Context: an optimization exercise on an open-source flow, tuned for small area, a short achievable clock period and few clock cycles per item. The choices shown serve that exercise and are no tape-out recipe. Function was checked by simulation only, so behaviour that the tests miss may differ from the original.

==> flow/design.v, too long to show whole: its modules and the start of the top module <==
// module lzc: 22 lines
// module gen_lzc: 25 lines
// module lzc_4: 10 lines
// module int_div: 97 lines
// module ks_sub: 36 lines
// module int_sqrt: 96 lines
// module fp_rnd: 240 lines
// module fp_add_head: 221 lines
// module fp_add_tail: 141 lines
// module fp_mul_head: 130 lines
// module fp_mul_tail: 173 lines
// module mul24: 1955 lines
// module ks_add: 34 lines
// module fp_fma_s2: 290 lines
// module fp_fma_tail: 186 lines
// module fp_fma_add_head: 302 lines
// module fma_addsub: 35 lines
// module fp_div: 229 lines
// module fp_sqrt: 189 lines
// module fp_i2f: 155 lines
// module fp_f2i: 229 lines
// module fp_cmp: 154 lines
// module fp_classify: 113 lines
// module f2d: 146 lines
// module d2f: 153 lines
// module fp_top: 773 lines
module fp_top
#(
    parameter fp_pkg::fp_format_e  FP_FORMAT   = fp_pkg::FP32,
    parameter fp_pkg::int_format_e INT_FORMAT  = fp_pkg::INT32,
    parameter logic        RISCV_MODE  = 1'b0
)
(
    input clk_i,
    input rst_i,
    input start_i,
    output logic ready_o,
    input [63:0] a_i,
    input [63:0] b_i,
    input [63:0] c_i,
    input fp_pkg::roundmode_e rnd_i,
    input fp_pkg::float_op_e op_i,
    input [1:0] op_modify_i,
    output logic [63:0] result_o,
    output logic valid_o,
    output fp_pkg::status_t flags_o
);
  // ...
==> flow/run.sh <==
#!/bin/bash
# synth_recipe.tcl (not shown) runs the flow's synth.tcl, then flattens the netlist and writes it again
# the make line also repeats each setting of config.mk as NAME=value (left out here)
make -C /OpenROAD-flow-scripts/flow DESIGN_CONFIG=/design/flow/config.mk WORK_HOME=/design/flow/orfs CLKGATE_MAP_FILE= SYNTH_SCRIPT=/design/flow/synth_recipe.tcl finish
==> flow/config.mk <==
export PLATFORM = sky130hd
export DESIGN_NAME = fp_top
export DESIGN_NICKNAME = fp_top
export VERILOG_FILES = /design/flow/design.v
export SDC_FILE = /design/flow/constraint.sdc
export NUM_CORES = 8
export LEC_CHECK = 0
export CAP_MARGIN = 20
export CORE_MARGIN = 2
export CORE_UTILIZATION = 40
export SETUP_SLACK_MARGIN = 5
export SLEW_MARGIN = 20
export SYNTH_HIERARCHICAL = 1
export SYNTH_MINIMUM_KEEP_SIZE = 200
==> flow/constraint.sdc <==
create_clock -name core_clock -period 20.0 [get_ports {clk_i}]
set_input_delay 4.0000 -clock core_clock [delete_from_list [all_inputs] [get_ports {clk_i}]]
set_output_delay 4.0000 -clock core_clock [all_outputs]
set_load 0.01 [all_outputs]
==> run_results.csv, run 1 <==
group,metric,value,unit
run_status,outcome,"finished clean",
global_routing,grt_max_degree,87,
critical_path,startpoint_type,"input pin",
timing,holdWs,442,ps
global_routing,grt_pass1_vias,113981,
clocking,post_cts_resize_count,113,
critical_path,crit_path_end_kind,"register",
yosys,syn-num-nets,16654,
finish,largest_reg_flops,53,
finish,regMostFlops,"f_aurpr_mant_q",
yosys,synthCells,15399,
route,drtPass1Iterations,19,
global_routing,grt_pass1_wl,792000,um
timing,slew_violations,0,
route,viasPerCell,6.59,
critical_path,cp.required,20620,ps
critical_path,crit_fanout,31,
critical_path,path_delay_family,"simple AND/OR/NAND/NOR gates",
route,wl_met3,71900,um
finish,nNetsFinal,16426,
timing,min_period,14670,ps
clocking,cts_buffer_depth,3,
timing,finalSetupViolCount,0,
critical_path,reg2reg_to,"f_ashamt_q[0]",
global_routing,track_usage,36.5,%
clocking,ctsHoldBuffers,0,
finish,multi_input_area_share,72.8,%
place,dpl.cell_count,18731,
Testbench counts, summed over its fixed seeds: cycles 37,408, ops 24,000.
==> module int_div, before the edit <==
module int_div
#(
  parameter int S = 6
)
(
  input clk_i,
  input reset_i,
  input start_i,
  input [23:0] x_i,
  input [23:0] y_i,
  output logic [27:0] q_o,
  output logic sticky_o,
  output logic done_o
);
localparam int W  = 28;
localparam int K  = (28 + S - 1) / S;    
localparam int E  = K * S - 28;          
localparam int QW = K * S;               
localparam int CW = $clog2(K + 1);
logic busy_q;
logic [CW-1:0] cnt_q;
logic [W-1:0] s_q;
logic [W-1:0] c_q;
logic [W-1:0] d_q;       
logic [QW-1:0] p_q;      
logic [QW-1:0] n_q;      
logic [W-1:0] ss [0:S];
logic [W-1:0] cs [0:S];
logic [S-1:0] dp;
logic [S-1:0] dn;
assign ss[0] = s_q;
assign cs[0] = c_q;
genvar i;
generate
  for (i = 0; i < S; i++) begin : g_step
    logic [W-1:0] s2;
    logic [W-1:0] c2;
    logic [W-1:0] dd;
    logic [3:0] est;
    logic pos;
    logic neg;
    assign s2 = {ss[i][W-2:0], 1'b0};
    assign c2 = {cs[i][W-2:0], 1'b0};
    assign est = s2[W-1 -: 4] + c2[W-1 -: 4];
    assign pos = ~est[3];
    assign neg = est[3] & ~(&est[2:0]);
    assign dd = ({W{pos}} & ~d_q) | ({W{neg}} & d_q);
    assign ss[i+1] = s2 ^ c2 ^ dd;
    assign cs[i+1] = {(s2[W-2:0] & c2[W-2:0]) | (s2[W-2:0] & dd[W-2:0]) | (c2[W-2:0] & dd[W-2:0]), pos};
    assign dp[S-1-i] = pos;
    assign dn[S-1-i] = neg;
  end
endgenerate
logic last;      
assign last = busy_q & (cnt_q == CW'(K));
assign done_o = last;
always_ff @(posedge clk_i or negedge reset_i) begin
  if (!reset_i) begin
    busy_q <= 1'b0;
    cnt_q  <= '0;
  end else if (start_i) begin
    busy_q <= 1'b1;
    cnt_q  <= '0;
  end else if (busy_q) begin
    busy_q <= ~last;
    cnt_q  <= cnt_q + 1'b1;
  end
end
always_ff @(posedge clk_i) begin
  if (start_i) begin
    s_q <= {{(W-24){1'b0}}, x_i};
    c_q <= '0;
    d_q <= {{(W-25){1'b0}}, y_i, 1'b0};
  end else if (busy_q) begin
    s_q <= ss[S];
    c_q <= cs[S];
    p_q <= {p_q[QW-S-1:0], dp};
    n_q <= {n_q[QW-S-1:0], dn};
  end
end
logic [W-1:0] rem;
logic [W-1:0] rem_fix;
logic rem_neg;
logic [QW-1:0] q_full;
assign rem = s_q + c_q;
assign rem_fix = rem + d_q;
assign rem_neg = rem[W-1];
assign q_full = p_q - n_q - {{(QW-1){1'b0}}, rem_neg};
assign q_o = q_full[QW-1:E];
generate
  if (E > 0) begin : g_e
    assign sticky_o = (rem_neg ? (rem_fix != '0) : (rem != '0)) | (q_full[E-1:0] != '0);
  end else begin : g_ne
    assign sticky_o = (rem_neg ? (rem_fix != '0) : (rem != '0));
  end
endgenerate
endmodule
==> module fp_div, before the edit <==
module fp_div
#(
    parameter fp_pkg::fp_format_e FP_FORMAT = fp_pkg::FP32,
    parameter int DIV_S = 6
)
(
    clk_i,
    reset_i,
    a_i,
    b_i,
    start_i,
    rnd_i,
    done_o,
    urnd_result_o,
    divide_by_zero
);
localparam int unsigned FP_WIDTH   = fp_pkg::fp_width(FP_FORMAT);
localparam int unsigned EXP_WIDTH  = fp_pkg::exp_bits(FP_FORMAT);
localparam int unsigned MANT_WIDTH = fp_pkg::man_bits(FP_FORMAT);
localparam int unsigned BIAS       = (2**(EXP_WIDTH-1)-1);
localparam INF   = {{EXP_WIDTH{1'b1}}, {MANT_WIDTH{1'b0}}};
localparam R_IND = {1'b1, {EXP_WIDTH{1'b1}}, 1'b1, {MANT_WIDTH-1{1'b0}}};
function logic sign(input logic [FP_WIDTH-1:0] val);
    sign = val[FP_WIDTH-1];
endfunction
function logic [EXP_WIDTH-1:0] exp(input logic [FP_WIDTH-1:0] val);
    exp = val[FP_WIDTH-2-:EXP_WIDTH];
endfunction
function logic [MANT_WIDTH-1:0] mant(input logic [FP_WIDTH-1:0] val);
    mant = val[FP_WIDTH-2-EXP_WIDTH:0];
endfunction
function logic is_minus(input logic [FP_WIDTH-1:0] val);
    is_minus = sign(val);
endfunction
function logic is_normal(input logic [FP_WIDTH-1:0] val);
    is_normal = (exp(val) >= 1) && (exp(val) <= (2**EXP_WIDTH-2));
endfunction
function logic is_subnormal(input logic [FP_WIDTH-1:0] val);
    is_subnormal = (exp(val) == 0) && (mant(val) != 0);
endfunction
function logic is_zero(input logic [FP_WIDTH-1:0] val);
    is_zero = val[FP_WIDTH-2:0] == 0;
endfunction
function logic is_inf(input logic [FP_WIDTH-1:0] val);
    is_inf = exp(val) == (2**EXP_WIDTH-1) && mant(val) == 0;
endfunction
function logic is_nan(input logic [FP_WIDTH-1:0] val);
    is_nan = exp(val) == (2**EXP_WIDTH-1) && mant(val) != 0;
endfunction
function logic is_signalling(input logic [FP_WIDTH-1:0] val);
    is_signalling = exp(val) == (2**EXP_WIDTH-1) && mant(val) != 0 && !val[FP_WIDTH-2-EXP_WIDTH];
endfunction
function logic is_quiet(input logic [FP_WIDTH-1:0] val);
    is_quiet = exp(val) == (2**EXP_WIDTH-1) && val[FP_WIDTH-2-EXP_WIDTH];
endfunction
function logic is_canonical(input logic [FP_WIDTH-1:0] val);
    is_canonical = is_finite(val) | is_inf(val) | (exp(val) == (2**EXP_WIDTH-1) && val[FP_WIDTH-2-EXP_WIDTH]);
endfunction
function logic is_finite(input logic [FP_WIDTH-1:0] val);
    is_finite = is_zero(val) | is_subnormal(val) | is_normal(val);
endfunction
function fp_pkg::fp_info_t fp_info(input logic [FP_WIDTH-1:0] val);
    fp_pkg::fp_info_t info;
    info = '0;
    info.is_minus       = is_minus(val);
    info.is_normal      = is_normal(val);
    info.is_subnormal   = is_subnormal(val);
    info.is_zero        = is_zero(val);
    info.is_inf         = is_inf(val);
    info.is_nan         = is_nan(val);
    info.is_signalling  = is_signalling(val);
    info.is_canonical   = is_canonical(val);
    info.is_finite      = is_finite(val);
    info.is_quiet       = is_quiet(val);
    fp_info = info;
endfunction
typedef struct packed {
    logic sign;
    logic [EXP_WIDTH-1:0] exp;
    logic [MANT_WIDTH-1:0] mant;
} fp_encoding_t;
typedef struct packed {
    fp_encoding_t u_result;
    logic [1:0] rs;
    logic round_en;
    logic invalid;
    logic [1:0] exp_cout;
} uround_res_t;
typedef struct packed {
    fp_encoding_t result;
    fp_pkg::status_t flags;
} round_res_t;
typedef struct packed {
    logic sign;
    logic [EXP_WIDTH-1:0] exp;
    logic [2*MANT_WIDTH + 1:0] mant;
} fp_encoding_fma_t;
typedef struct packed {
    fp_encoding_fma_t u_result;
    logic [1:0] rs;
    logic round_en;
    logic invalid;
    logic [1:0] exp_cout;
} uround_res_fma_t;
input clk_i;
input reset_i;
input [FP_WIDTH-1:0] a_i;
input [FP_WIDTH-1:0] b_i;
input start_i;
input fp_pkg::roundmode_e rnd_i;
output done_o;
output uround_res_t urnd_result_o;
output logic divide_by_zero;
fp_encoding_t result_o;
logic [1:0] rs_o;
logic round_en_o;
logic invalid_o;
logic [1:0] exp_cout_o;
logic urpr_s;
logic [MANT_WIDTH+1+fp_pkg::GUARD_BITS:0] urpr_mant;
logic [EXP_WIDTH+1:0] urpr_exp;
logic [EXP_WIDTH+1:0] shift_exp;
logic sign_o;
logic [EXP_WIDTH-1:0] exp_o;
logic [MANT_WIDTH-1:0] mant_o;
fp_encoding_t a_decoded;
fp_encoding_t b_decoded;
assign a_decoded = a_i;
assign b_decoded = b_i;
fp_pkg::fp_info_t a_info;
fp_pkg::fp_info_t b_info;
assign a_info = fp_info(a_i);
assign b_info = fp_info(b_i);
always_comb
begin
  round_en_o = 1'b0;
  result_o = 'h0;
  divide_by_zero = 1'b0;
  if(a_info.is_nan)
    begin
        result_o.sign = a_decoded.sign;
        result_o.mant = {1'b1, a_decoded.mant[MANT_WIDTH-2:0]};
        result_o.exp = a_decoded.exp;
    end
    else if(b_info.is_nan)
    begin
        result_o.sign = b_decoded.sign;
        result_o.mant = {1'b1, b_decoded.mant[MANT_WIDTH-2:0]};
        result_o.exp = b_decoded.exp;
    end
    else if(a_info.is_inf)
        if(b_info.is_inf)
          result_o = R_IND;
        else
          result_o = {sign_o, INF}; 
    else if(a_info.is_normal || a_info.is_subnormal)
        if(b_info.is_inf)
          result_o = {sign_o, {FP_WIDTH-1{1'b0}}};
        else if(b_info.is_zero)
        begin
          divide_by_zero = 1'b1;
          result_o = {sign_o, INF};
        end
        else
        begin
            round_en_o = 1'b1;
            result_o.sign = sign_o;
            result_o.mant = mant_o;
            result_o.exp = exp_o;
        end
    else if(a_info.is_zero)
        if(b_info.is_zero)
            result_o = R_IND;
        else
            result_o = {sign_o, {FP_WIDTH-1{1'b0}}};
end
assign urpr_s = a_decoded.sign ^ b_decoded.sign;
always_comb 
  case({a_info.is_subnormal, b_info.is_subnormal})
  2'b00:  urpr_exp = (a_decoded.exp - b_decoded.exp) + (BIAS - 1);
  2'b01:  urpr_exp = (a_decoded.exp - b_decoded.exp) + (BIAS - 2);
  2'b10:  urpr_exp = (a_decoded.exp - b_decoded.exp) + (BIAS);
  2'b11:  urpr_exp = (a_decoded.exp - b_decoded.exp) + (BIAS - 1);
  endcase
logic [$clog2(FP_WIDTH):0] shamt_a;
lzc #(.WIDTH(MANT_WIDTH+1+fp_pkg::GUARD_BITS)) lzc_inst_0
(
    .a_i({a_info.is_normal,a_decoded.mant,{fp_pkg::GUARD_BITS{1'b0}}}),
    .cnt_o(shamt_a),
    .zero_o()
);
logic [$clog2(FP_WIDTH):0] shamt_b;
lzc #(.WIDTH(MANT_WIDTH+1+fp_pkg::GUARD_BITS)) lzc_inst_1
(
    .a_i({b_info.is_normal,b_decoded.mant,{fp_pkg::GUARD_BITS{1'b0}}}),
    .cnt_o(shamt_b),
    .zero_o()
);
assign shift_exp = urpr_exp - shamt_a + shamt_b;
logic [23:0] div_x;
logic [23:0] div_y;
logic div_sticky;
assign div_x = {a_info.is_normal, a_decoded.mant} << shamt_a;
assign div_y = {b_info.is_normal, b_decoded.mant} << shamt_b;
int_div #(.S(DIV_S)) int_div_inst
(
  .clk_i(clk_i),
  .reset_i(reset_i),
  .start_i(start_i),
  .x_i(div_x),
  .y_i(div_y),
  .q_o(urpr_mant),
  .sticky_o(div_sticky),
  .done_o(done_o)
);
assign sign_o = urpr_s;
assign {exp_cout_o, exp_o} = (urpr_mant[MANT_WIDTH+1+fp_pkg::GUARD_BITS])? shift_exp + 1: shift_exp;
assign mant_o = (urpr_mant[MANT_WIDTH+1+fp_pkg::GUARD_BITS])? urpr_mant >> (1+fp_pkg::GUARD_BITS) : urpr_mant >> (fp_pkg::GUARD_BITS);
logic sticky_bit;
assign sticky_bit = div_sticky;
assign rs_o[1] = (urpr_mant[MANT_WIDTH+1+fp_pkg::GUARD_BITS])? urpr_mant[fp_pkg::GUARD_BITS] : urpr_mant[fp_pkg::GUARD_BITS-1];
assign rs_o[0] = (urpr_mant[MANT_WIDTH+1+fp_pkg::GUARD_BITS])? |urpr_mant[fp_pkg::GUARD_BITS-1:0] | sticky_bit: |urpr_mant[fp_pkg::GUARD_BITS-2:0] | sticky_bit;
assign invalid_o = a_info.is_signalling | b_info.is_signalling | ((a_info.is_inf & b_info.is_inf) | (a_info.is_zero & b_info.is_zero));
assign urnd_result_o.u_result =  result_o;
assign urnd_result_o.rs =  rs_o;
assign urnd_result_o.round_en =  round_en_o;
assign urnd_result_o.invalid =  invalid_o;
assign urnd_result_o.exp_cout =  exp_cout_o;
endmodule
==> module fp_top, before the edit <==
module fp_top
#(
    parameter fp_pkg::fp_format_e  FP_FORMAT   = fp_pkg::FP32,
    parameter fp_pkg::int_format_e INT_FORMAT  = fp_pkg::INT32,
    parameter logic        RISCV_MODE  = 1'b0
)
(
    input clk_i,
    input rst_i,
    input start_i,
    output logic ready_o,
    input [63:0] a_i,
    input [63:0] b_i,
    input [63:0] c_i,
    input fp_pkg::roundmode_e rnd_i,
    input fp_pkg::float_op_e op_i,
    input [1:0] op_modify_i,
    output logic [63:0] result_o,
    output logic valid_o,
    output fp_pkg::status_t flags_o
);
localparam int unsigned FP_WIDTH   = fp_pkg::fp_width(FP_FORMAT);
localparam int unsigned EXP_WIDTH  = fp_pkg::exp_bits(FP_FORMAT);
localparam int unsigned MANT_WIDTH = fp_pkg::man_bits(FP_FORMAT);
localparam int unsigned INT_WIDTH  = fp_pkg::int_width(INT_FORMAT);
function logic sign(input logic [FP_WIDTH-1:0] val);
    sign = val[FP_WIDTH-1];
endfunction
function logic [EXP_WIDTH-1:0] exp(input logic [FP_WIDTH-1:0] val);
    exp = val[FP_WIDTH-2-:EXP_WIDTH];
endfunction
function logic [MANT_WIDTH-1:0] mant(input logic [FP_WIDTH-1:0] val);
    mant = val[FP_WIDTH-2-EXP_WIDTH:0];
endfunction
function logic is_minus(input logic [FP_WIDTH-1:0] val);
    is_minus = sign(val);
endfunction
function logic is_normal(input logic [FP_WIDTH-1:0] val);
    is_normal = (exp(val) >= 1) && (exp(val) <= (2**EXP_WIDTH-2));
endfunction
function logic is_subnormal(input logic [FP_WIDTH-1:0] val);
    is_subnormal = (exp(val) == 0) && (mant(val) != 0);
endfunction
function logic is_zero(input logic [FP_WIDTH-1:0] val);
    is_zero = val[FP_WIDTH-2:0] == 0;
endfunction
function logic is_inf(input logic [FP_WIDTH-1:0] val);
    is_inf = exp(val) == (2**EXP_WIDTH-1) && mant(val) == 0;
endfunction
function logic is_nan(input logic [FP_WIDTH-1:0] val);
    is_nan = exp(val) == (2**EXP_WIDTH-1) && mant(val) != 0;
endfunction
function logic is_signalling(input logic [FP_WIDTH-1:0] val);
    is_signalling = exp(val) == (2**EXP_WIDTH-1) && mant(val) != 0 && !val[FP_WIDTH-2-EXP_WIDTH];
endfunction
function logic is_quiet(input logic [FP_WIDTH-1:0] val);
    is_quiet = exp(val) == (2**EXP_WIDTH-1) && val[FP_WIDTH-2-EXP_WIDTH];
endfunction
function logic is_canonical(input logic [FP_WIDTH-1:0] val);
    is_canonical = is_finite(val) | is_inf(val) | (exp(val) == (2**EXP_WIDTH-1) && val[FP_WIDTH-2-EXP_WIDTH]);
endfunction
function logic is_finite(input logic [FP_WIDTH-1:0] val);
    is_finite = is_zero(val) | is_subnormal(val) | is_normal(val);
endfunction
function fp_pkg::fp_info_t fp_info(input logic [FP_WIDTH-1:0] val);
    fp_pkg::fp_info_t info;
    info = '0;
    info.is_minus       = is_minus(val);
    info.is_normal      = is_normal(val);
    info.is_subnormal   = is_subnormal(val);
    info.is_zero        = is_zero(val);
    info.is_inf         = is_inf(val);
    info.is_nan         = is_nan(val);
    info.is_signalling  = is_signalling(val);
    info.is_canonical   = is_canonical(val);
    info.is_finite      = is_finite(val);
    info.is_quiet       = is_quiet(val);
    fp_info = info;
endfunction
typedef struct packed {
    logic sign;
    logic [EXP_WIDTH-1:0] exp;
    logic [MANT_WIDTH-1:0] mant;
} fp_encoding_t;
typedef struct packed {
    fp_encoding_t u_result;
    logic [1:0] rs;
    logic round_en;
    logic invalid;
    logic [1:0] exp_cout;
} uround_res_t;
typedef struct packed {
    fp_encoding_t result;
    fp_pkg::status_t flags;
} round_res_t;
typedef struct packed {
    logic sign;
    logic [EXP_WIDTH-1:0] exp;
    logic [2*MANT_WIDTH + 1:0] mant;
} fp_encoding_fma_t;
typedef struct packed {
    fp_encoding_fma_t u_result;
    logic [1:0] rs;
    logic round_en;
    logic invalid;
    logic [1:0] exp_cout;
} uround_res_fma_t;
localparam logic [FP_WIDTH-1:0] QNAN_FP = {1'b0, {EXP_WIDTH{1'b1}}, 1'b1, {MANT_WIDTH-1{1'b0}}};
fp_encoding_t a_decoded;
fp_encoding_t b_decoded;
logic [FP_WIDTH-1:0] a_fp;
logic [FP_WIDTH-1:0] b_fp;
logic [FP_WIDTH-1:0] c_fp;
generate
    if (RISCV_MODE && FP_FORMAT == fp_pkg::FP32) begin : gen_nanbox
        assign a_fp = (a_i[63:32] == 32'hFFFF_FFFF) ? a_i[31:0] : QNAN_FP;
        assign b_fp = (b_i[63:32] == 32'hFFFF_FFFF) ? b_i[31:0] : QNAN_FP;
        assign c_fp = (c_i[63:32] == 32'hFFFF_FFFF) ? c_i[31:0] : QNAN_FP;
    end else begin : gen_no_nanbox
        assign a_fp = a_i[FP_WIDTH-1:0];
        assign b_fp = b_i[FP_WIDTH-1:0];
        assign c_fp = c_i[FP_WIDTH-1:0];
    end
endgenerate
assign a_decoded = a_fp;
assign b_decoded = b_fp;
fp_pkg::fp_info_t a_info;
fp_pkg::fp_info_t b_info;
assign a_info = fp_info(a_fp);
assign b_info = fp_info(b_fp);
logic [INT_WIDTH-1:0] a_int;
logic [31:0] a_fp32;
logic [63:0] a_fp64;
assign a_int = a_i[INT_WIDTH-1:0];
assign a_fp32 = a_i[31:0];
assign a_fp64 = a_i;
logic longop_busy_q;
logic longop_sqrt_q;
fp_pkg::roundmode_e longop_rnd_q;
logic fma_busy_q;
fp_pkg::roundmode_e fma_rnd_q;
logic accept_start;
logic fdv_start;
logic add_start;
logic mul_start;
logic div_start;
logic sqrt_start;
logic i2f_start;
logic f2i_start;
logic cmp_start;
logic class_start;
logic minmax_start;
logic sgnj_start;
logic fma_start;
logic f2f_start;
assign ready_o = ~longop_busy_q & ~fma_busy_q;
assign accept_start = start_i & ready_o;
assign add_start = accept_start & (op_i == fp_pkg::FADD);
assign mul_start = accept_start & (op_i == fp_pkg::FMUL);
assign fdv_start = accept_start & (op_i == fp_pkg::FDIV);
assign div_start = fdv_start & ~op_modify_i[0];
assign sqrt_start = fdv_start & op_modify_i[0];
assign i2f_start = accept_start & (op_i == fp_pkg::I2F);
assign f2i_start = accept_start & (op_i == fp_pkg::F2I);
assign cmp_start = accept_start & (op_i == fp_pkg::FCMP);
assign class_start = accept_start & (op_i == fp_pkg::FCLASS);
assign minmax_start = accept_start & ((op_i == fp_pkg::FMIN) || (op_i == fp_pkg::FMAX));
assign sgnj_start = accept_start & (op_i == fp_pkg::FSGNJ);
assign fma_start = accept_start & (op_i == fp_pkg::FMADD);
assign f2f_start = accept_start & (op_i == fp_pkg::F2F);
logic div_done;
logic sqrt_done;
always_ff @(posedge clk_i or negedge rst_i) begin
    if (!rst_i) begin
        longop_busy_q <= 1'b0;
        longop_sqrt_q <= 1'b0;
        longop_rnd_q <= fp_pkg::RNE;
    end else begin
        if (fdv_start) begin
            longop_busy_q <= 1'b1;
            longop_sqrt_q <= op_modify_i[0];
            longop_rnd_q <= rnd_i;
        end else if ((longop_sqrt_q && sqrt_done) || (~longop_sqrt_q && div_done)) begin
            longop_busy_q <= 1'b0;
        end
    end
end
always_ff @(posedge clk_i or negedge rst_i) begin
    if (!rst_i) begin
        fma_busy_q <= 1'b0;
        fma_rnd_q  <= fp_pkg::RNE;
    end else begin
        if (fma_start) begin
            fma_busy_q <= 1'b1;
            fma_rnd_q  <= rnd_i;
        end else if (fma_done) begin
            fma_busy_q <= 1'b0;
        end
    end
end
logic add_done;
assign add_done = add_start;
logic [31:0] add_spec;
logic [1:0]  add_sel;
logic        add_sign;
logic [28:0] add_urpr_mant;
logic [7:0]  add_urpr_exp;
logic [4:0]  add_shamt;
logic        add_sticky;
logic        add_invalid;
fp_add_head fp_add_head_inst
(
    .a_i(a_fp),
    .b_i(b_fp),
    .sub_i(op_modify_i == 2'b01),
    .rnd_i(rnd_i),
    .spec_o(add_spec),
    .sel_o(add_sel),
    .sign_o(add_sign),
    .urpr_mant_o(add_urpr_mant),
    .urpr_exp_o(add_urpr_exp),
    .shamt_o(add_shamt),
    .sticky_o(add_sticky),
    .invalid_o(add_invalid)
);
logic [31:0] add_spec_q;
logic [1:0]  add_sel_q;
logic        add_sign_q;
logic [28:0] add_urpr_mant_q;
logic [7:0]  add_urpr_exp_q;
logic [4:0]  add_shamt_q;
logic        add_sticky_q;
logic        add_invalid_q;
always_ff @(posedge clk_i) begin
    add_spec_q      <= add_spec;
    add_sel_q       <= add_sel;
    add_sign_q      <= add_sign;
    add_urpr_mant_q <= add_urpr_mant;
    add_urpr_exp_q  <= add_urpr_exp;
    add_shamt_q     <= add_shamt;
    add_sticky_q    <= add_sticky;
    add_invalid_q   <= add_invalid;
end
uround_res_t add_urnd_result;
fp_add_tail #(.FP_FORMAT(FP_FORMAT)) fp_add_tail_inst
(
    .spec_i(add_spec_q),
    .sel_i(add_sel_q),
    .sign_i(add_sign_q),
    .urpr_mant_i(add_urpr_mant_q),
    .urpr_exp_i(add_urpr_exp_q),
    .shamt_i(add_shamt_q),
    .sticky_i(add_sticky_q),
    .invalid_i(add_invalid_q),
    .urnd_result_o(add_urnd_result)
);
logic mul_done;
assign mul_done = mul_start;
logic [FP_WIDTH-1:0] m_a_fp;
assign m_a_fp = {a_fp[FP_WIDTH-1] ^ ((op_i == fp_pkg::FMADD) & op_modify_i[1]), a_fp[FP_WIDTH-2:0]};
logic [47:0] m_prod;
logic [9:0]  m_expa;
logic [9:0]  m_expb;
fp_mul_head fp_mul_head_inst
(
    .a_i(m_a_fp),
    .b_i(b_fp),
    .prod_o(m_prod),
    .expa_o(m_expa),
    .expb_o(m_expb)
);
logic [47:0] m_prod_q;
logic [9:0]  m_expa_q;
logic [9:0]  m_expb_q;
logic [31:0] m_a_q;
logic [31:0] m_b_q;
logic [31:0] m_c_q;
logic        m_sub_q;
always_ff @(posedge clk_i) begin
    m_prod_q  <= m_prod;
    m_expa_q  <= m_expa;
    m_expb_q  <= m_expb;
    m_a_q     <= m_a_fp;
    m_b_q     <= b_fp;
    m_c_q     <= c_fp;
    m_sub_q   <= op_modify_i[0];
end
uround_res_t mul_urnd_result;
fp_mul_tail #(.FP_FORMAT(FP_FORMAT)) fp_mul_tail_inst
(
    .a_i(m_a_q),
    .b_i(m_b_q),
    .prod_i(m_prod_q),
    .expa_i(m_expa_q),
    .expb_i(m_expb_q),
    .urnd_result_o(mul_urnd_result)
);
logic        f_fsel;
logic [31:0] f_fspec;
logic        f_invalid;
logic        f_msticky;
logic        f_asel_add;
logic        f_asel_sub;
logic [25:0] f_aspec;
logic        f_aspec_sign;
logic [7:0]  f_aspec_exp;
logic        f_around_en;
logic        f_around_only;
logic        f_amul_ovf;
logic        f_amul_uf;
logic        f_asign;
logic [53:0] f_aurpr_mant;
logic [7:0]  f_aurpr_exp;
logic [5:0]  f_ashamt;
logic        f_asticky;
fp_fma_s2 #(.FP_FORMAT(FP_FORMAT)) fp_fma_s2_inst
(
    .prod_i(m_prod_q),
    .expa_i(m_expa_q),
    .expb_i(m_expb_q),
    .a_i(m_a_q),
    .b_i(m_b_q),
    .c_i(m_c_q),
    .sub_i(m_sub_q),
    .rnd_i(fma_rnd_q),
    .fsel_o(f_fsel),
    .fspec_o(f_fspec),
    .invalid_o(f_invalid),
    .msticky_o(f_msticky),
    .asel_add_o(f_asel_add),
    .asel_sub_o(f_asel_sub),
    .aspec_o(f_aspec),
    .aspec_sign_o(f_aspec_sign),
    .aspec_exp_o(f_aspec_exp),
    .around_en_o(f_around_en),
    .around_only_o(f_around_only),
    .amul_ovf_o(f_amul_ovf),
    .amul_uf_o(f_amul_uf),
    .asign_o(f_asign),
    .aurpr_mant_o(f_aurpr_mant),
    .aurpr_exp_o(f_aurpr_exp),
    .ashamt_o(f_ashamt),
    .asticky_o(f_asticky),
    .aexp_in_o()
);
logic        f_fsel_q;
logic [31:0] f_fspec_q;
logic        f_invalid_q;
logic        f_msticky_q;
logic        f_asel_add_q;
logic        f_asel_sub_q;
logic [25:0] f_aspec_q;
logic        f_aspec_sign_q;
logic [7:0]  f_aspec_exp_q;
logic        f_around_en_q;
logic        f_around_only_q;
logic        f_amul_ovf_q;
logic        f_amul_uf_q;
logic        f_asign_q;
logic [53:0] f_aurpr_mant_q;
logic [7:0]  f_aurpr_exp_q;
logic [5:0]  f_ashamt_q;
logic        f_asticky_q;
always_ff @(posedge clk_i) begin
    f_fsel_q        <= f_fsel;
    f_fspec_q       <= f_fspec;
    f_invalid_q     <= f_invalid;
    f_msticky_q     <= f_msticky;
    f_asel_add_q    <= f_asel_add;
    f_asel_sub_q    <= f_asel_sub;
    f_aspec_q       <= f_aspec;
    f_aspec_sign_q  <= f_aspec_sign;
    f_aspec_exp_q   <= f_aspec_exp;
    f_around_en_q   <= f_around_en;
    f_around_only_q <= f_around_only;
    f_amul_ovf_q    <= f_amul_ovf;
    f_amul_uf_q     <= f_amul_uf;
    f_asign_q       <= f_asign;
    f_aurpr_mant_q  <= f_aurpr_mant;
    f_aurpr_exp_q   <= f_aurpr_exp;
    f_ashamt_q      <= f_ashamt;
    f_asticky_q     <= f_asticky;
end
uround_res_t div_urnd_result;
logic div_by_zero;
fp_div #(.FP_FORMAT(FP_FORMAT)) fp_div_inst
(
    .clk_i(clk_i),
    .reset_i(rst_i),
    .a_i(a_fp),
    .b_i(b_fp),
    .start_i(div_start),
    .rnd_i(rnd_i),
    .done_o(div_done),
    .urnd_result_o(div_urnd_result),
    .divide_by_zero(div_by_zero)
);
uround_res_t sqrt_urnd_result;
fp_sqrt #(.FP_FORMAT(FP_FORMAT)) fp_sqrt_inst
(
    .clk_i(clk_i),
    .reset_i(rst_i),
    .a_i(a_fp),
    .start_i(sqrt_start),
    .rnd_i(rnd_i),
    .done_o(sqrt_done),
    .urnd_result_o(sqrt_urnd_result)
);
uround_res_t i2f_urnd_result;
logic i2f_done;
fp_i2f #(.FP_FORMAT(FP_FORMAT), .INT_FORMAT(INT_FORMAT)) fp_i2f_inst
(
    .a_i(a_int),
    .start_i(i2f_start),
    .signed_i(op_modify_i == 2'b01),
    .done_o(i2f_done),
    .urnd_result_o(i2f_urnd_result)
);
logic [INT_WIDTH-1:0] f2i_result;
fp_pkg::status_t f2i_flags;
logic f2i_done;
fp_f2i #(.FP_FORMAT(FP_FORMAT), .INT_FORMAT(INT_FORMAT)) fp_f2i_inst
(
    .a_i(a_fp),
    .signed_i(op_modify_i == 2'b01),
    .start_i(f2i_start),
    .rnd_i(rnd_i),
    .result_o(f2i_result),
    .flags_o(f2i_flags),
    .done_o(f2i_done)
);
logic cmp_lt;
logic cmp_le;
logic cmp_eq;
fp_pkg::status_t cmp_flags;
logic cmp_done;
fp_cmp #(.FP_FORMAT(FP_FORMAT)) fp_cmp_inst
(
    .a_i(a_fp),
    .b_i(b_fp),
    .start_i(cmp_start),
    .eq_en_i(op_modify_i == 2'b01),
    .lt_o(cmp_lt),
    .le_o(cmp_le),
    .eq_o(cmp_eq),
    .done_o(cmp_done),
    .flags_o(cmp_flags)
);
fp_pkg::classmask_e class_mask;
logic class_done;
fp_classify #(.FP_FORMAT(FP_FORMAT)) fp_classify_inst
(
    .a_i(a_fp),
    .start_i(class_start),
    .class_o(class_mask),
    .done_o(class_done)
);
logic fma_done;
always_ff @(posedge clk_i or negedge rst_i) begin
    if (!rst_i)
        fma_done <= 1'b0;
    else
        fma_done <= fma_start;
end
uround_res_t f2f_urnd_result;
logic [FP_WIDTH-1:0] f2f_direct_result;
fp_pkg::status_t f2f_direct_flags;
logic f2f_done;
logic f2f_need_rnd;
round_res_t f2d_rnd_result;
uround_res_t d2f_urnd_result;
generate
    if (FP_FORMAT == fp_pkg::FP64) begin : gen_f2d
        f2d f2d_inst
        (
            .a_i(a_fp32),
            .rnd_result_o(f2d_rnd_result)
        );
        assign f2f_done = f2f_start;
        assign f2f_need_rnd = 1'b0;
        assign f2f_direct_result = f2d_rnd_result.result;
        assign f2f_direct_flags = f2d_rnd_result.flags;
        assign f2f_urnd_result = '0;
    end else if (FP_FORMAT == fp_pkg::FP32) begin : gen_d2f
        d2f d2f_inst
        (
            .a_i(a_fp64),
            .urnd_result_o(d2f_urnd_result)
        );
        assign f2f_done = f2f_start;
        assign f2f_need_rnd = 1'b1;
        assign f2f_urnd_result = d2f_urnd_result;
        assign f2f_direct_result = '0;
        assign f2f_direct_flags = '0;
    end else begin : gen_no_f2f
        assign f2f_done = 1'b0;
        assign f2f_need_rnd = 1'b0;
        assign f2f_urnd_result = '0;
        assign f2f_direct_result = '0;
        assign f2f_direct_flags = '0;
    end
endgenerate
logic [FP_WIDTH-1:0] minmax_result;
fp_pkg::status_t minmax_flags;
logic minmax_done;
assign minmax_done = minmax_start;
always_comb begin
    minmax_flags = '0;
    minmax_flags.NV = a_info.is_signalling | b_info.is_signalling;
    if (a_info.is_nan || b_info.is_nan) begin
        if (RISCV_MODE && a_info.is_nan && !b_info.is_nan)
            minmax_result = b_fp;
        else if (RISCV_MODE && b_info.is_nan && !a_info.is_nan)
            minmax_result = a_fp;
        else
            minmax_result = QNAN_FP;
    end else if (a_info.is_zero && b_info.is_zero) begin
        minmax_result = '0;
        if (op_i == fp_pkg::FMIN) begin
            minmax_result[FP_WIDTH-1] = a_decoded.sign | b_decoded.sign;
        end else begin
            minmax_result[FP_WIDTH-1] = a_decoded.sign & b_decoded.sign;
        end
    end else if (op_i == fp_pkg::FMIN) begin
        minmax_result = cmp_lt ? a_fp : b_fp;
    end else begin
        minmax_result = cmp_lt ? b_fp : a_fp;
    end
end
logic [FP_WIDTH-1:0] sgnj_result;
fp_pkg::status_t sgnj_flags;
logic sgnj_done;
assign sgnj_done = sgnj_start;
always_comb begin
    sgnj_flags = '0;
    sgnj_result = a_fp;
    case (op_modify_i)
        2'b00: sgnj_result[FP_WIDTH-1] = b_decoded.sign;
        2'b01: sgnj_result[FP_WIDTH-1] = ~b_decoded.sign;
        2'b10: sgnj_result[FP_WIDTH-1] = a_decoded.sign ^ b_decoded.sign;
        default: sgnj_result[FP_WIDTH-1] = b_decoded.sign;
    endcase
end
logic [63:0] f2i_result_fp;
logic signed [63:0] f2i_result_signed_ext;
logic [63:0] f2i_result_unsigned_ext;
assign f2i_result_signed_ext = $signed(f2i_result);
assign f2i_result_unsigned_ext = f2i_result;
assign f2i_result_fp = op_modify_i[0] ? f2i_result_signed_ext : f2i_result_unsigned_ext;
logic cmp_bit;
always_comb begin
    case (op_modify_i)
        2'b00: cmp_bit = cmp_le;
        2'b01: cmp_bit = cmp_eq;
        default: cmp_bit = cmp_lt;
    endcase
end
logic [63:0] cmp_result_fp;
assign cmp_result_fp = {{63{1'b0}}, cmp_bit};
logic [63:0] class_result_fp;
assign class_result_fp = {{54{1'b0}}, class_mask};
fp_pkg::float_op_e op_sel;
logic fdv_sqrt_sel;
fp_pkg::roundmode_e rnd_sel;
assign op_sel = longop_busy_q ? fp_pkg::FDIV : (fma_busy_q ? fp_pkg::FMADD : op_i);
assign fdv_sqrt_sel = longop_busy_q ? longop_sqrt_q : op_modify_i[0];
uround_res_t urnd_sel;
logic [63:0] direct_result_sel;
fp_pkg::status_t direct_flags_sel;
logic done_sel;
logic need_rnd_sel;
logic dz_sel;
always_comb begin
    urnd_sel = '0;
    direct_result_sel = '0;
    direct_flags_sel = '0;
    done_sel = 1'b0;
    need_rnd_sel = 1'b0;
    dz_sel = 1'b0;
    rnd_sel = rnd_i;
    case (op_sel)
        fp_pkg::FADD: begin
            done_sel = add_done;
            need_rnd_sel = 1'b1;
        end
        fp_pkg::FMUL: begin
            done_sel = mul_done;
            need_rnd_sel = 1'b1;
        end
        fp_pkg::FDIV: begin
            urnd_sel = fdv_sqrt_sel ? sqrt_urnd_result : div_urnd_result;
            done_sel = fdv_sqrt_sel ? sqrt_done : div_done;
            need_rnd_sel = 1'b1;
            dz_sel = (~fdv_sqrt_sel) & div_by_zero;
            rnd_sel = longop_busy_q ? longop_rnd_q : rnd_i;
        end
        fp_pkg::I2F: begin
            urnd_sel = i2f_urnd_result;
            done_sel = i2f_done;
            need_rnd_sel = 1'b1;
        end
        fp_pkg::FMADD: begin
            done_sel = fma_done;
            need_rnd_sel = 1'b1;
            rnd_sel = fma_busy_q ? fma_rnd_q : rnd_i;
        end
        fp_pkg::F2F: begin
            done_sel = f2f_done;
            need_rnd_sel = f2f_need_rnd;
            if (f2f_need_rnd) begin
                urnd_sel = f2f_urnd_result;
            end else begin
                direct_result_sel = {{(64-FP_WIDTH){1'b0}}, f2f_direct_result};
                direct_flags_sel = f2f_direct_flags;
            end
        end
        fp_pkg::F2I: begin
            done_sel = f2i_done;
            direct_result_sel = f2i_result_fp;
            direct_flags_sel = f2i_flags;
        end
        fp_pkg::FCMP: begin
            done_sel = cmp_done;
            direct_result_sel = cmp_result_fp;
            direct_flags_sel = cmp_flags;
        end
        fp_pkg::FCLASS: begin
            done_sel = class_done;
            direct_result_sel = class_result_fp;
            direct_flags_sel = '0;
        end
        fp_pkg::FMIN, fp_pkg::FMAX: begin
            done_sel = minmax_done;
            direct_result_sel = {{(64-FP_WIDTH){1'b0}}, minmax_result};
            direct_flags_sel = minmax_flags;
        end
        fp_pkg::FSGNJ: begin
            done_sel = sgnj_done;
            direct_result_sel = {{(64-FP_WIDTH){1'b0}}, sgnj_result};
            direct_flags_sel = sgnj_flags;
        end
        default: begin
            done_sel = 1'b0;
        end
    endcase
end
uround_res_t urnd_q;
logic [63:0] direct_result_q;
fp_pkg::status_t direct_flags_q;
logic done_q;
fp_pkg::float_op_e op_q;
logic need_rnd_q;
logic dz_q;
fp_pkg::roundmode_e rnd_q;
always_ff @(posedge clk_i or negedge rst_i) begin
    if (!rst_i)
        done_q <= 1'b0;
    else
        done_q <= done_sel;
end
always_ff @(posedge clk_i) begin
    urnd_q <= urnd_sel;
    direct_result_q <= direct_result_sel;
    direct_flags_q <= direct_flags_sel;
    op_q <= op_sel;
    need_rnd_q <= need_rnd_sel;
    dz_q <= dz_sel;
    rnd_q <= rnd_sel;
end
uround_res_t fma_urnd_result;
logic round_only_q;
logic mul_ovf_q;
logic mul_uf_q;
logic mul_uround_out_q;
logic fma_round_only;
logic fma_mul_ovf;
logic fma_mul_uf;
logic fma_mul_uround_out;
fp_fma_tail #(.FP_FORMAT(FP_FORMAT)) fp_fma_tail_inst
(
    .fsel_i(f_fsel_q),
    .fspec_i(f_fspec_q),
    .invalid_i(f_invalid_q),
    .msticky_i(f_msticky_q),
    .asel_add_i(f_asel_add_q),
    .asel_sub_i(f_asel_sub_q),
    .aspec_i(f_aspec_q),
    .aspec_sign_i(f_aspec_sign_q),
    .aspec_exp_i(f_aspec_exp_q),
    .around_en_i(f_around_en_q),
    .around_only_i(f_around_only_q),
    .amul_ovf_i(f_amul_ovf_q),
    .amul_uf_i(f_amul_uf_q),
    .asign_i(f_asign_q),
    .aurpr_mant_i(f_aurpr_mant_q),
    .aurpr_exp_i(f_aurpr_exp_q),
    .ashamt_i(f_ashamt_q),
    .asticky_i(f_asticky_q),
    .rnd_i(rnd_q),
    .round_only(fma_round_only),
    .mul_ovf(fma_mul_ovf),
    .mul_uf(fma_mul_uf),
    .mul_uround_out(fma_mul_uround_out),
    .urnd_result_o(fma_urnd_result)
);
uround_res_t urnd_o;
always_comb begin
    urnd_o = urnd_q;
    round_only_q = 1'b0;
    mul_ovf_q = 1'b0;
    mul_uf_q = 1'b0;
    mul_uround_out_q = 1'b0;
    case (op_q)
        fp_pkg::FADD: urnd_o = add_urnd_result;
        fp_pkg::FMUL: urnd_o = mul_urnd_result;
        fp_pkg::FMADD: begin
            urnd_o = fma_urnd_result;
            round_only_q = fma_round_only;
            mul_ovf_q = fma_mul_ovf;
            mul_uf_q = fma_mul_uf;
            mul_uround_out_q = fma_mul_uround_out;
        end
        default: ;
    endcase
end
round_res_t rnd_result;
fp_rnd #(.FP_FORMAT(FP_FORMAT)) fp_rnd_inst
(
    .urnd_result_i(urnd_o),
    .rnd_i(rnd_q),
    .round_only(round_only_q),
    .mul_ovf(mul_ovf_q),
    .rnd_result_o(rnd_result)
);
logic fma_uf_fix;
logic fma_uf_fix1;
assign fma_uf_fix = (rnd_result.result.exp == '0) & (|urnd_o.rs);
assign fma_uf_fix1 = (urnd_o.u_result.exp == '0) &
                     (rnd_result.result.exp == {{EXP_WIDTH-1{1'b0}}, 1'b1}) &
                     mul_uround_out_q;
logic result_is_fp;
fp_pkg::fp_info_t raw_fp_info;
assign result_is_fp = need_rnd_q
                    | (op_q == fp_pkg::FMIN) | (op_q == fp_pkg::FMAX)
                    | (op_q == fp_pkg::FSGNJ)
                    | (op_q == fp_pkg::F2F);
logic [FP_WIDTH-1:0] raw_fp_result;
assign raw_fp_result = need_rnd_q ? rnd_result.result
                                  : direct_result_q[FP_WIDTH-1:0];
always_comb begin
    result_o = '0;
    flags_o = '0;
    valid_o = done_q;
    if (need_rnd_q) begin
        result_o = {{(64-FP_WIDTH){1'b0}}, rnd_result.result};
        flags_o = rnd_result.flags;
    end else begin
        result_o = direct_result_q;
        flags_o = direct_flags_q;
    end
    if (need_rnd_q && (op_q == fp_pkg::FMADD)) begin
        flags_o.NV = rnd_result.flags.NV;
        flags_o.DZ = rnd_result.flags.DZ;
        flags_o.OF = rnd_result.flags.OF | mul_ovf_q;
        flags_o.UF = mul_uf_q ? (fma_uf_fix | fma_uf_fix1) : rnd_result.flags.UF;
        flags_o.NX = mul_uf_q ? (|urnd_o.rs) : (rnd_result.flags.NX | mul_ovf_q);
    end
    flags_o.DZ = flags_o.DZ | dz_q;
    raw_fp_info = fp_info(raw_fp_result);
    if (RISCV_MODE && result_is_fp && raw_fp_info.is_nan)
        result_o = {{(64-FP_WIDTH){1'b0}}, QNAN_FP};
end
endmodule
==> inputs of run 2 (changes only) <==
--- a/flow/design.v
+++ b/flow/design.v
@@ -267,7 +267,7 @@
   end
 endgenerate
 logic last;      
-assign last = busy_q & (cnt_q == CW'(K));
+assign last = busy_q & (cnt_q == CW'(K-1));
 assign done_o = last;
 always_ff @(posedge clk_i or negedge reset_i) begin
   if (!reset_i) begin
@@ -294,19 +294,29 @@
   end
 end
 logic [W-1:0] rem;
-logic [W-1:0] rem_fix;
 logic rem_neg;
+logic rem_zero;
+logic fix_zero;
+logic [W-1:0] fx;
+logic [W-1:0] fy;
+logic [QW-1:0] q_pn;
+logic [QW-1:0] q_pn1;
 logic [QW-1:0] q_full;
-assign rem = s_q + c_q;
-assign rem_fix = rem + d_q;
+ks_add #(.W(W)) u_rem (.a_i(s_q), .b_i(c_q), .s_o(rem));
 assign rem_neg = rem[W-1];
-assign q_full = p_q - n_q - {{(QW-1){1'b0}}, rem_neg};
+assign rem_zero = (s_q ^ c_q) == {(s_q[W-2:0] | c_q[W-2:0]), 1'b0};
+assign fx = s_q ^ c_q ^ d_q;
+assign fy = {(s_q[W-2:0] & c_q[W-2:0]) | (s_q[W-2:0] & d_q[W-2:0]) | (c_q[W-2:0] & d_q[W-2:0]), 1'b0};
+assign fix_zero = (fx ^ fy) == {(fx[W-2:0] | fy[W-2:0]), 1'b0};
+ks_sub #(.W(QW)) u_qpn (.a_i(p_q), .b_i(n_q), .d_o(q_pn), .co_o());
+ks_add #(.W(QW)) u_qpn1 (.a_i(p_q), .b_i(~n_q), .s_o(q_pn1));
+assign q_full = rem_neg ? q_pn1 : q_pn;
 assign q_o = q_full[QW-1:E];
 generate
   if (E > 0) begin : g_e
-    assign sticky_o = (rem_neg ? (rem_fix != '0) : (rem != '0)) | (q_full[E-1:0] != '0);
+    assign sticky_o = (rem_neg ? ~fix_zero : ~rem_zero) | (q_full[E-1:0] != '0);
   end else begin : g_ne
-    assign sticky_o = (rem_neg ? (rem_fix != '0) : (rem != '0));
+    assign sticky_o = (rem_neg ? ~fix_zero : ~rem_zero);
   end
 endgenerate
 endmodule
@@ -346,6 +356,40 @@
 assign d_o  = p0 ^ {g[L][W-2:0], 1'b1};
 assign co_o = g[L][W-1];
 endmodule
+module ks_add
+#(
+  parameter int W = 48
+)
+(
+  input  [W-1:0] a_i,
+  input  [W-1:0] b_i,
+  output [W-1:0] s_o
+);
+localparam int L = $clog2(W);
+logic [W-1:0] p0;
+logic [W-1:0] g0;
+assign p0 = a_i ^ b_i;
+assign g0 = a_i & b_i;
+logic [W-1:0] p [0:L];
+logic [W-1:0] g [0:L];
+assign p[0] = p0;
+assign g[0] = g0;
+genvar l, j;
+generate
+  for (l = 0; l < L; l++) begin : g_lvl
+    for (j = 0; j < W; j++) begin : g_bit
+      if (j >= (1 << l)) begin : g_op
+        assign g[l+1][j] = g[l][j] | (p[l][j] & g[l][j - (1 << l)]);
+        assign p[l+1][j] = p[l][j] & p[l][j - (1 << l)];
+      end else begin : g_pass
+        assign g[l+1][j] = g[l][j];
+        assign p[l+1][j] = p[l][j];
+      end
+    end
+  end
+endgenerate
+assign s_o = p0 ^ {g[L][W-2:0], 1'b0};
+endmodule
 module int_sqrt
 #(
   parameter int S = 5,
@@ -3302,40 +3346,6 @@
 wire [47:0] rb = {fc971, fc969, fc967, fc965, fc963, fc961, fc959, fc957, fc955, fc953, fc951, fc949, fc947, fc945, fc943, fc941, fc939, fc937, fc935, fc933, fc931, fc929, fc927, fc925, fc923, fc921, fc919, fc917, fc915, fc913, fc911, fc909, fc907, fc905, fc903, fc901, fc899, fc897, fc895, fc893, fc891, fc889, fc887, hc885, hc883, bn_32, 1'b0, bn_3};
 ks_add #(.W(48)) u_fadd (.a_i(ra), .b_i(rb), .s_o(p_o));
 endmodule
-module ks_add
-#(
-  parameter int W = 48
-)
-(
-  input  [W-1:0] a_i,
-  input  [W-1:0] b_i,
-  output [W-1:0] s_o
-);
-localparam int L = $clog2(W);
-logic [W-1:0] p0;
-logic [W-1:0] g0;
-assign p0 = a_i ^ b_i;
-assign g0 = a_i & b_i;
-logic [W-1:0] p [0:L];
-logic [W-1:0] g [0:L];
-assign p[0] = p0;
-assign g[0] = g0;
-genvar l, j;
-generate
-  for (l = 0; l < L; l++) begin : g_lvl
-    for (j = 0; j < W; j++) begin : g_bit
-      if (j >= (1 << l)) begin : g_op
-        assign g[l+1][j] = g[l][j] | (p[l][j] & g[l][j - (1 << l)]);
-        assign p[l+1][j] = p[l][j] & p[l][j - (1 << l)];
-      end else begin : g_pass
-        assign g[l+1][j] = g[l][j];
-        assign p[l+1][j] = p[l][j];
-      end
-    end
-  end
-endgenerate
-assign s_o = p0 ^ {g[L][W-2:0], 1'b0};
-endmodule
 module fp_fma_s2
 #(
     parameter fp_pkg::fp_format_e FP_FORMAT = fp_pkg::FP32
@@ -4151,19 +4161,20 @@
 endmodule
 module fp_div
 #(
-    parameter fp_pkg::fp_format_e FP_FORMAT = fp_pkg::FP32,
-    parameter int DIV_S = 6
+    parameter fp_pkg::fp_format_e FP_FORMAT = fp_pkg::FP32
 )
 (
-    clk_i,
-    reset_i,
     a_i,
     b_i,
-    start_i,
     rnd_i,
-    done_o,
+    x_o,
+    y_o,
+    q_i,
+    sticky_i,
     urnd_result_o,
-    divide_by_zero
+    divide_by_zero,
+    sign_o,
+    shift_exp_o
 );
 localparam int unsigned FP_WIDTH   = fp_pkg::fp_width(FP_FORMAT);
 localparam int unsigned EXP_WIDTH  = fp_pkg::exp_bits(FP_FORMAT);
@@ -4253,15 +4264,17 @@
     logic invalid;
     logic [1:0] exp_cout;
 } uround_res_fma_t;
-input clk_i;
-input reset_i;
 input [FP_WIDTH-1:0] a_i;
 input [FP_WIDTH-1:0] b_i;
-input start_i;
 input fp_pkg::roundmode_e rnd_i;
-output done_o;
+output logic [23:0] x_o;       
+output logic [23:0] y_o;
+input [27:0] q_i;              
+input sticky_i;                
 output uround_res_t urnd_result_o;
 output logic divide_by_zero;
+output logic sign_o;
+output logic [9:0] shift_exp_o;    
 fp_encoding_t result_o;
 logic [1:0] rs_o;
 logic round_en_o;
@@ -4271,7 +4284,6 @@
 logic [MANT_WIDTH+1+fp_pkg::GUARD_BITS:0] urpr_mant;
 logic [EXP_WIDTH+1:0] urpr_exp;
 logic [EXP_WIDTH+1:0] shift_exp;
-logic sign_o;
 logic [EXP_WIDTH-1:0] exp_o;
 logic [MANT_WIDTH-1:0] mant_o;
 fp_encoding_t a_decoded;
@@ -4348,22 +4360,16 @@
     .zero_o()
 );
 assign shift_exp = urpr_exp - shamt_a + shamt_b;
+assign shift_exp_o = shift_exp;
 logic [23:0] div_x;
 logic [23:0] div_y;
 logic div_sticky;
 assign div_x = {a_info.is_normal, a_decoded.mant} << shamt_a;
 assign div_y = {b_info.is_normal, b_decoded.mant} << shamt_b;
-int_div #(.S(DIV_S)) int_div_inst
-(
-  .clk_i(clk_i),
-  .reset_i(reset_i),
-  .start_i(start_i),
-  .x_i(div_x),
-  .y_i(div_y),
-  .q_o(urpr_mant),
-  .sticky_o(div_sticky),
-  .done_o(done_o)
-);
+assign x_o = div_x;
+assign y_o = div_y;
+assign urpr_mant = q_i;
+assign div_sticky = sticky_i;
 assign sign_o = urpr_s;
 assign {exp_cout_o, exp_o} = (urpr_mant[MANT_WIDTH+1+fp_pkg::GUARD_BITS])? shift_exp + 1: shift_exp;
 assign mant_o = (urpr_mant[MANT_WIDTH+1+fp_pkg::GUARD_BITS])? urpr_mant >> (1+fp_pkg::GUARD_BITS) : urpr_mant >> (fp_pkg::GUARD_BITS);
@@ -4378,6 +4384,130 @@
 assign urnd_result_o.invalid =  invalid_o;
 assign urnd_result_o.exp_cout =  exp_cout_o;
 endmodule
+module fp_div_tail
+(
+    input  [31:0] spec_i,        
+    input         round_en_i,
+    input         invalid_i,
+    input         sign_i,
+    input  [9:0]  shift_exp_i,
+    input  [27:0] q_i,
+    input         sticky_i,
+    output logic [37:0] urnd_result_o
+);
+localparam fp_pkg::fp_format_e FP_FORMAT = fp_pkg::FP32;
+localparam int unsigned FP_WIDTH   = fp_pkg::fp_width(FP_FORMAT);
+localparam int unsigned EXP_WIDTH  = fp_pkg::exp_bits(FP_FORMAT);
+localparam int unsigned MANT_WIDTH = fp_pkg::man_bits(FP_FORMAT);
+function logic sign(input logic [FP_WIDTH-1:0] val);
+    sign = val[FP_WIDTH-1];
+endfunction
+function logic [EXP_WIDTH-1:0] exp(input logic [FP_WIDTH-1:0] val);
+    exp = val[FP_WIDTH-2-:EXP_WIDTH];
+endfunction
+function logic [MANT_WIDTH-1:0] mant(input logic [FP_WIDTH-1:0] val);
+    mant = val[FP_WIDTH-2-EXP_WIDTH:0];
+endfunction
+function logic is_minus(input logic [FP_WIDTH-1:0] val);
+    is_minus = sign(val);
+endfunction
+function logic is_normal(input logic [FP_WIDTH-1:0] val);
+    is_normal = (exp(val) >= 1) && (exp(val) <= (2**EXP_WIDTH-2));
+endfunction
+function logic is_subnormal(input logic [FP_WIDTH-1:0] val);
+    is_subnormal = (exp(val) == 0) && (mant(val) != 0);
+endfunction
+function logic is_zero(input logic [FP_WIDTH-1:0] val);
+    is_zero = val[FP_WIDTH-2:0] == 0;
+endfunction
+function logic is_inf(input logic [FP_WIDTH-1:0] val);
+    is_inf = exp(val) == (2**EXP_WIDTH-1) && mant(val) == 0;
+endfunction
+function logic is_nan(input logic [FP_WIDTH-1:0] val);
+    is_nan = exp(val) == (2**EXP_WIDTH-1) && mant(val) != 0;
+endfunction
+function logic is_signalling(input logic [FP_WIDTH-1:0] val);
+    is_signalling = exp(val) == (2**EXP_WIDTH-1) && mant(val) != 0 && !val[FP_WIDTH-2-EXP_WIDTH];
+endfunction
+function logic is_quiet(input logic [FP_WIDTH-1:0] val);
+    is_quiet = exp(val) == (2**EXP_WIDTH-1) && val[FP_WIDTH-2-EXP_WIDTH];
+endfunction
+function logic is_canonical(input logic [FP_WIDTH-1:0] val);
+    is_canonical = is_finite(val) | is_inf(val) | (exp(val) == (2**EXP_WIDTH-1) && val[FP_WIDTH-2-EXP_WIDTH]);
+endfunction
+function logic is_finite(input logic [FP_WIDTH-1:0] val);
+    is_finite = is_zero(val) | is_subnormal(val) | is_normal(val);
+endfunction
+function fp_pkg::fp_info_t fp_info(input logic [FP_WIDTH-1:0] val);
+    fp_pkg::fp_info_t info;
+    info = '0;
+    info.is_minus       = is_minus(val);
+    info.is_normal      = is_normal(val);
+    info.is_subnormal   = is_subnormal(val);
+    info.is_zero        = is_zero(val);
+    info.is_inf         = is_inf(val);
+    info.is_nan         = is_nan(val);
+    info.is_signalling  = is_signalling(val);
+    info.is_canonical   = is_canonical(val);
+    info.is_finite      = is_finite(val);
+    info.is_quiet       = is_quiet(val);
+    fp_info = info;
+endfunction
+typedef struct packed {
+    logic sign;
+    logic [EXP_WIDTH-1:0] exp;
+    logic [MANT_WIDTH-1:0] mant;
+} fp_encoding_t;
+typedef struct packed {
+    fp_encoding_t u_result;
+    logic [1:0] rs;
+    logic round_en;
+    logic invalid;
+    logic [1:0] exp_cout;
+} uround_res_t;
+typedef struct packed {
+    fp_encoding_t result;
+    fp_pkg::status_t flags;
+} round_res_t;
+typedef struct packed {
+    logic sign;
+    logic [EXP_WIDTH-1:0] exp;
+    logic [2*MANT_WIDTH + 1:0] mant;
+} fp_encoding_fma_t;
+typedef struct packed {
+    fp_encoding_fma_t u_result;
+    logic [1:0] rs;
+    logic round_en;
+    logic invalid;
+    logic [1:0] exp_cout;
+} uround_res_fma_t;
+uround_res_t urnd;
+fp_encoding_t result_o;
+logic [1:0] rs_o;
+logic [1:0] exp_cout_o;
+logic [EXP_WIDTH-1:0] exp_o;
+logic [MANT_WIDTH-1:0] mant_o;
+logic [MANT_WIDTH+1+fp_pkg::GUARD_BITS:0] urpr_mant;
+assign urpr_mant = q_i;
+assign {exp_cout_o, exp_o} = (urpr_mant[MANT_WIDTH+1+fp_pkg::GUARD_BITS])? shift_exp_i + 1: shift_exp_i;
+assign mant_o = (urpr_mant[MANT_WIDTH+1+fp_pkg::GUARD_BITS])? urpr_mant >> (1+fp_pkg::GUARD_BITS) : urpr_mant >> (fp_pkg::GUARD_BITS);
+assign rs_o[1] = (urpr_mant[MANT_WIDTH+1+fp_pkg::GUARD_BITS])? urpr_mant[fp_pkg::GUARD_BITS] : urpr_mant[fp_pkg::GUARD_BITS-1];
+assign rs_o[0] = (urpr_mant[MANT_WIDTH+1+fp_pkg::GUARD_BITS])? |urpr_mant[fp_pkg::GUARD_BITS-1:0] | sticky_i: |urpr_mant[fp_pkg::GUARD_BITS-2:0] | sticky_i;
+always_comb begin
+    result_o = spec_i;
+    if (round_en_i) begin
+        result_o.sign = sign_i;
+        result_o.mant = mant_o;
+        result_o.exp = exp_o;
+    end
+end
+assign urnd.u_result = result_o;
+assign urnd.rs = rs_o;
+assign urnd.round_en = round_en_i;
+assign urnd.invalid = invalid_i;
+assign urnd.exp_cout = exp_cout_o;
+assign urnd_result_o = urnd;
+endmodule
 module fp_sqrt
 #(
     parameter fp_pkg::fp_format_e FP_FORMAT = fp_pkg::FP32,
@@ -5900,19 +6030,62 @@
     f_ashamt_q      <= f_ashamt;
     f_asticky_q     <= f_asticky;
 end
-uround_res_t div_urnd_result;
+logic [23:0] div_x;
+logic [23:0] div_y;
+uround_res_t div_head;
 logic div_by_zero;
+logic div_sign;
+logic [9:0] div_shift_exp;
 fp_div #(.FP_FORMAT(FP_FORMAT)) fp_div_inst
 (
-    .clk_i(clk_i),
-    .reset_i(rst_i),
     .a_i(a_fp),
     .b_i(b_fp),
-    .start_i(div_start),
     .rnd_i(rnd_i),
-    .done_o(div_done),
-    .urnd_result_o(div_urnd_result),
-    .divide_by_zero(div_by_zero)
+    .x_o(div_x),
+    .y_o(div_y),
+    .q_i('0),
+    .sticky_i(1'b0),
+    .urnd_result_o(div_head),
+    .divide_by_zero(div_by_zero),
+    .sign_o(div_sign),
+    .shift_exp_o(div_shift_exp)
+);
+logic [31:0] div_spec_q;
+logic div_round_en_q;
+logic div_invalid_q;
+logic div_sign_q;
+logic [9:0] div_shift_exp_q;
+always_ff @(posedge clk_i) begin
+    div_spec_q      <= div_head.u_result;
+    div_round_en_q  <= div_head.round_en;
+    div_invalid_q   <= div_head.invalid;
+    div_sign_q      <= div_sign;
+    div_shift_exp_q <= div_shift_exp;
+end
+logic [27:0] div_q;
+logic div_sticky;
+int_div #(.S(6)) int_div_inst
+(
+    .clk_i(clk_i),
+    .reset_i(rst_i),
+    .start_i(div_start),
+    .x_i(div_x),
+    .y_i(div_y),
+    .q_o(div_q),
+    .sticky_o(div_sticky),
+    .done_o(div_done)
+);
+uround_res_t div_urnd_result;
+fp_div_tail fp_div_tail_inst
+(
+    .spec_i(div_spec_q),
+    .round_en_i(div_round_en_q),
+    .invalid_i(div_invalid_q),
+    .sign_i(div_sign_q),
+    .shift_exp_i(div_shift_exp_q),
+    .q_i(div_q),
+    .sticky_i(div_sticky),
+    .urnd_result_o(div_urnd_result)
 );
 uround_res_t sqrt_urnd_result;
 fp_sqrt #(.FP_FORMAT(FP_FORMAT)) fp_sqrt_inst
@@ -6232,6 +6405,7 @@
     case (op_q)
         fp_pkg::FADD: urnd_o = add_urnd_result;
         fp_pkg::FMUL: urnd_o = mul_urnd_result;
+        fp_pkg::FDIV: if (!longop_sqrt_q) urnd_o = div_urnd_result;
         fp_pkg::FMADD: begin
             urnd_o = fma_urnd_result;
             round_only_q = fma_round_only;
==> run 2 against run 1 <==
Flip-flop and latch count is 45 higher. Register-to-register slack got worse by 290 ps. Worst hold slack lost 13 ps. Largest cell class unchanged. Maximum frequency shrank 1.7%. Synthesized cell count is 3.0% higher.
==> run_results.csv, run 2 <==
group,metric,value,unit
run_status,outcome,"finished clean",
critical_path,crit_path_frequent_cell,"a21o_1",
route,wl,565000,um
route,viasPerCell,6.57,
finish,fin_util,44.1,%
clocking,cts_tree,"yes",
timing,finClkSkew,73.5,ps
route,drtPass1Iterations,9,
clocking,clk_pin_slew,60,ps
finish,nNetsFinal,16871,
finish,area_growth,9.81,%
flow_run,max_cap_viol_count,0,
route,drtIter0Drc,19190,
clocking,numCtsBuffers,89,
timing,finalSetupViolCount,0,
route,ant_nets,0,
timing,tightest_slew,1350,ps
finish,largest_reg_flops,53,
global_routing,track_usage,35.7,%
critical_path,cp.required,16000,ps
global_routing,overflow,0,
timing,tns,0,ps
critical_path,critPathKind,"register to output pin",
clocking,clock_sinks,741,
floorplanning,initial_core_util,40.1,%
timing,fmax,0.0670,GHz
yosys,synth.avg_cell_area,7.42,um2
finish,regMostFlops,"f_aurpr_mant_q",
clocking,root_buffer,"clkbuf_16",
global_routing,antenna_found_initial,38,
place,dpl.cell_count,19301,
yosys,syn-num-nets,17136,
critical_path,crit_path_end_kind,"output pin",
timing,maxSlewHeadroom,9.13,%
timing,slew_violations,0,
timing,grt_setup_unrepaired,"true",
yosys,yosysWarnings,58,
floorplanning,dieArea,299000,um2
floorplanning,die_w,547,um
timing,hold_viol_final,0,
floorplanning,core_area,293000,um2
timing,min_period,14920,ps
yosys,synthCells,15863,
floorplanning,die_height,547,um
place,io_buffers,210,
clocking,htree_levels,3,
clocking,clk_latency,770,ps
global_routing,grt_max_degree,124,
finish,final_common_cell,"nand2_1",
clocking,cts_buffer_depth,3,
finish,top_regs,"f_aurpr_mant_q (53), m_prod_q (48), urnd_q (38)",
global_routing,grt_pass1_wl,810000,um
finish,drive_gt1_share,10.3,%
finish,final_cell_mix,"1575 x nand2_1, 1465 x nor2_1, 1270 x a21oi_1",
floorplanning,io_pins,275,
place,gp_congestion,1.03,
route,drc,0,
critical_path,crit_fanout,22,
global_routing,grt_pass1_vias,116714,
timing,period_share,74.6,%
route,vias,128825,
critical_path,critPathArrivalTime,10920,ps
clocking,ctsHoldBuffers,0,
critical_path,startpoint_type,"register",
yosys,synth_area,118000,um2
floorplanning,rows,199,
critical_path,cpMaxStageDelayCell,"clkdlybuf4s50_1",
finish,final_cells,19613,
critical_path,slowest_delay,540,ps
route,wl_per_cell,28.8,um
worst_hold_path,hold_path_class,"register to register",
place,hpwl,419000,um
run 2: final timing paths:
| check | from | to | slack, ps | depth (start not counted) |
|---|---|---|---|---|
| worst min-delay path | int_div_inst.n_q[15] | int_div_inst.n_q[21] | 430 | 0 |
| worst max-delay path | int_div_inst.s_q[2] | result_o[10] | 5080 | 47 |
| min in group asynchronous | rst_i | done_q | 3220 | 1 |
| worst max register to register | m_b_q[1] | f_ashamt_q[0] | 5160 | 62 |
| worst min register to register | int_div_inst.n_q[15] | int_div_inst.n_q[21] | 430 | 0 |
| max in group asynchronous | rst_i | int_div_inst.busy_q | 16390 | 1 |
run 2: what timing repair did:
action,CTS,global route
pin swaps,20,35
gates cloned,6,8
hold endpoints to repair,0,0
resized for setup,114,159
endpoints found under the setup margin,137,100
setup buffers,40,70
run 2: worst max-delay path: cells and delay by family, from the launching register on:
family                   cells  cell delay [ps]
buffers and inverters        9             2100
adder cells (fa/ha/maj)      5             1060
flip-flops                   1              470
AND/OR/NAND/NOR             10             1920
AO/OA/AOI/OAI               20             4060
XOR/XNOR                     1              120
multiplexers                 2              400
run 2: final cells by class:
cell class | count | area (um2)
antenna | 25 | 62.6
clock buffer | 123 | 2580
clock inverter | 39 | 478
fill | 30365 | 164000
inverter | 1066 | 4040
multi-input combinational | 12909 | 94200
sequential | 741 | 16300
tap | 3919 | 4900
timing repair buffer | 791 | 6680
run 2: metrics by stage:
| step | setup slack, ps | hold slack, ps | cell area, um2 |
|---|---|---|---|
| after floorplan | 5010 | 426 | 118000 |
| after global placement | 2030 | 433 | 124000 |
| after detailed placement | 1900 | 438 | 124000 |
| after CTS | 5010 | 444 | 128000 |
| after global routing | 4760 | 458 | 129000 |
| final | 5080 | 429 | 129000 |
run 2: routing by layer:
metal | GRT usage [%] | vias to the layer above | share of wire [%]
li1 | - | 57420 | -
met1 | 49.2 | 61516 | 41
met2 | 51.3 | 8330 | 41
met3 | 9.18 | 1527 | 12
met4 | 17.3 | 32 | 5.8
met5 | 0 | - | 0.044
Testbench counts of run 2, summed over its fixed seeds: cycles 36,437, ops 24,000.

re-timing with driven ports:
How much do the figures lean on ideal ports? The routed layouts below were timed once more, with nothing changed but the port constraints. Step 1 (the two cells are an assumption about what drives the block):
set clk [get_ports {clk_i}]
set_driving_cell -lib_cell sky130_fd_sc_hd__clkbuf_16 $clk
set_driving_cell -lib_cell sky130_fd_sc_hd__buf_2 [delete_from_list [all_inputs] $clk]
Step 2 times the ports against the registers' clock, not the clock port: input delays grow and output delays shrink by t, the midpoint of the rising clock arrivals with the driver on. Slacks: no drivers / after step 1 / after step 2; pairs: no drivers / after step 1.
run | t, ns | slack for setup (ns) | worst hold slack (ns) | worst data-port slew with drivers (ns) | cell pins on the clock port's net
run 1 | 0.834 | 5.332 / 5.260 / 4.580 | 0.442 / 0.442 / 0.442 | 0.17 | 1
run 2 | 0.831 | 5.076 / 4.976 / 4.532 | 0.429 / 0.429 / 0.429 | 0.16 | 1
After both steps every run listed still meets setup and hold. The setup slack of run 1, which loses most, moves by -0.072 ns with the drivers and by -0.752 ns with both steps.
